This is an optimization exercise on Yosys and OpenROAD, whose aim is small area, a short achievable clock period and few clock cycles per item, not a production implementation. The RTL was checked by simulation tests, not by an equivalence proof against the original design. The clock port is modelled as an ideal driver; clocking choices that lean on that would not hold on a real chip.

main:
## mkMACBuff
module mkMACBuff (
    input  CLK,
    input  RST_N,
    input  EN_mac,
    output RDY_mac,
    input  [15:0] mac_vectA_0,
    input  [15:0] mac_vectB_0,
    input  [15:0] mac_vectA_1,
    input  [15:0] mac_vectB_1,
    input  [15:0] mac_vectA_2,
    input  [15:0] mac_vectB_2,
    input  [15:0] mac_vectA_3,
    input  [15:0] mac_vectB_3,
    output EN_writeMem,
    output [5:0] writeMem_addr,
    output [33:0] writeMem_val,
    input  EN_blockRead,
    output RDY_blockRead,
    output EN_readMem,
    output [5:0] readMem_addr,
    input  [33:0] readMem_val,
    output VALID_memVal,
    output [33:0] memVal_data
);
    logic [15:0] a0, b0, a1, b1, a2, b2, a3, b3;
    assign a0 = mac_vectA_0;
    assign b0 = mac_vectB_0;
    assign a1 = mac_vectA_1;
    assign b1 = mac_vectB_1;
    assign a2 = mac_vectA_2;
    assign b2 = mac_vectB_2;
    assign a3 = mac_vectA_3;
    assign b3 = mac_vectB_3;
logic [33:0] res;
reg [15:0] a0_r, b0_r, a1_r, b1_r, a2_r, b2_r, a3_r, b3_r;
always_ff @(posedge CLK) begin
    a0_r <= a0; b0_r <= b0;
    a1_r <= a1; b1_r <= b1;
    a2_r <= a2; b2_r <= b2;
    a3_r <= a3; b3_r <= b3;
end
wire pp0_0_0 = ~(a0_r[0] & b0_r[0]);
wire pp0_0_1 = ~(a0_r[0] & b0_r[1]);
wire pp0_0_2 = ~(a0_r[0] & b0_r[2]);
wire pp0_0_3 = ~(a0_r[0] & b0_r[3]);
wire pp0_0_4 = ~(a0_r[0] & b0_r[4]);
wire pp0_0_5 = ~(a0_r[0] & b0_r[5]);
wire pp0_0_6 = ~(a0_r[0] & b0_r[6]);
wire pp0_0_7 = ~(a0_r[0] & b0_r[7]);
wire pp0_0_8 = ~(a0_r[0] & b0_r[8]);
wire pp0_0_9 = ~(a0_r[0] & b0_r[9]);
wire pp0_0_10 = ~(a0_r[0] & b0_r[10]);
wire pp0_0_11 = ~(a0_r[0] & b0_r[11]);
wire pp0_0_12 = ~(a0_r[0] & b0_r[12]);
wire pp0_0_13 = ~(a0_r[0] & b0_r[13]);
wire pp0_0_14 = ~(a0_r[0] & b0_r[14]);
wire pp0_0_15 = ~(a0_r[0] & b0_r[15]);
wire pp0_1_0 = ~(a0_r[1] & b0_r[0]);
wire pp0_1_1 = ~(a0_r[1] & b0_r[1]);
wire pp0_1_2 = ~(a0_r[1] & b0_r[2]);
wire pp0_1_3 = ~(a0_r[1] & b0_r[3]);
wire pp0_1_4 = ~(a0_r[1] & b0_r[4]);
wire pp0_1_5 = ~(a0_r[1] & b0_r[5]);
wire pp0_1_6 = ~(a0_r[1] & b0_r[6]);
wire pp0_1_7 = ~(a0_r[1] & b0_r[7]);
wire pp0_1_8 = ~(a0_r[1] & b0_r[8]);
wire pp0_1_9 = ~(a0_r[1] & b0_r[9]);
wire pp0_1_10 = ~(a0_r[1] & b0_r[10]);
wire pp0_1_11 = ~(a0_r[1] & b0_r[11]);
wire pp0_1_12 = ~(a0_r[1] & b0_r[12]);
wire pp0_1_13 = ~(a0_r[1] & b0_r[13]);
  ...
Size in the first run: ~3,400 cells after synthesis, ~690 flip-flops, roughly 250 I/O pins.
export LEC_CHECK = 0
export CAP_MARGIN = 20
export CORE_MARGIN = 2
export CORE_UTILIZATION = 40
export CTS_CLUSTER_DIAMETER = 100
export CTS_CLUSTER_SIZE = 20
export SETUP_SLACK_MARGIN = 1.95
export SLEW_MARGIN = 20
export SYNTH_HIERARCHICAL = 1
export SYNTH_MINIMUM_KEEP_SIZE = 0
create_clock -name core_clock -period 4.5 [get_ports {CLK}]
standard.sh (not shown) runs the stock make flow with config.mk's settings and CLKGATE_MAP_FILE= SYNTH_SCRIPT=/design/flow/synth_recipe.tcl, a recipe that flattens the netlist after the stock synthesis.
==> flow/flow/run.sh <==
#!/bin/bash
# The standard layout (the standard.sh, standard synthesis unchanged), with
# one change: the port buffers that global placement inserts on every input
# and output are buf_2 cells instead of the default choice.
# Each ORFS step writes its full log under orfs/logs/; make's own output goes
# to standard.log.
bash standard.sh BUFFER_PORTS_ARGS="-buffer_cell sky130_fd_sc_hd__buf_2" finish > standard.log 2>&1
Testbench counts of main, summed over its fixed seeds: cycles 14,464, items 12,288.
--- input diff main..the feature branch ---
Settings: SETUP_SLACK_MARGIN now 2.15, was 1.95.
==> flow/flow/run.sh <==
#!/bin/bash
# The standard layout (the standard.sh, standard synthesis unchanged), with
# two changes:
#  - the port buffers that global placement inserts on every input and output
#    are buf_2 cells instead of the default choice;
#  - before clock tree synthesis, flow/t1_clock.tcl puts the first tree
#    register bank (t1_*) behind one extra clock buffer: useful skew between
#    register banks inside the datapath (no port-facing register is moved).
# Each ORFS step writes its full log under orfs/logs/; make's own output goes
# to standard.log.
bash standard.sh BUFFER_PORTS_ARGS="-buffer_cell sky130_fd_sc_hd__buf_2" \
  PRE_CTS_TCL="$PWD/flow/t1_clock.tcl" finish > standard.log 2>&1
==> flow/flow/t1_clock.tcl (new file) <==
# Hook run before clock tree synthesis: the first tree register bank (t1_*)
# gets its clock through one extra clock buffer, so its clock arrives a
# little later than the other registers' (useful skew between the input
# registers, whose paths to t1 are the longest register-to-register paths,
# and the t2 registers). Only paths between registers are affected: t1
# registers neither take inputs from ports nor drive outputs.
set block [ord::get_db_block]
set clk_net [$block findNet CLK]
set master [[ord::get_db] findMaster sky130_fd_sc_hd__clkbuf_16]
set buf [odb::dbInst_create $block $master skew_t1_clkbuf]
set net [odb::dbNet_create $block skew_t1_clk]
$net setSigType CLOCK
[$buf findITerm A] connect $clk_net
[$buf findITerm X] connect $net
set n 0
set sx 0
set sy 0
foreach inst [$block getInsts] {
  if {[string match "t1_*" [$inst getName]] && [string match "sky130_fd_sc_hd__df*" [[$inst getMaster] getName]]} {
    set it [$inst findITerm CLK]
    $it disconnect
    $it connect $net
    set loc [$inst getLocation]
    incr sx [lindex $loc 0]
    incr sy [lindex $loc 1]
    incr n
  }
}
$buf setLocation [expr {$sx / $n}] [expr {$sy / $n}]
$buf setPlacementStatus PLACED
puts "t1_clock.tcl: moved $n t1 registers to clock net skew_t1_clk"
### Flow results
Detailed placement HPWL essentially unchanged between main and the feature branch. main → the feature branch: ratio of routed vias to standard cells now larger, setup slack higher.

==> static timing again, ports no longer ideal <==
No port has a modelled driver above. Below, the same layouts with a new extraction and two added sets of constraints. Step 1: set_driving_cell puts a clkbuf_16 on CLK and a buf_2 on each other input, an assumption about the parent block. Step 2 moves the port delays by t, midway between the first and last clock arrival at a register: inputs arrive t later, outputs are due t later. That takes back most of the time a late clock gives input paths. a / b / c = ideal / step 1 / step 2; a / b = the first two.
| run | t, ns | setup slack, ns | hold WS [ns] | latest minus earliest clock arrival (ns) | worst data-port slew with drivers (ns) |
|---|---|---|---|---|---|
| main | 0.708 | 1.916 / 1.916 / 1.916 | 0.260 / 0.216 / 0.331 | 0.056 / 0.056 | 0.07 |
| the feature branch | 0.898 | 2.157 / 2.145 / 2.157 | 0.155 / 0.095 / 0.331 | 0.233 / 0.232 | 0.08 |
After both steps setup and hold are still met in every run listed.
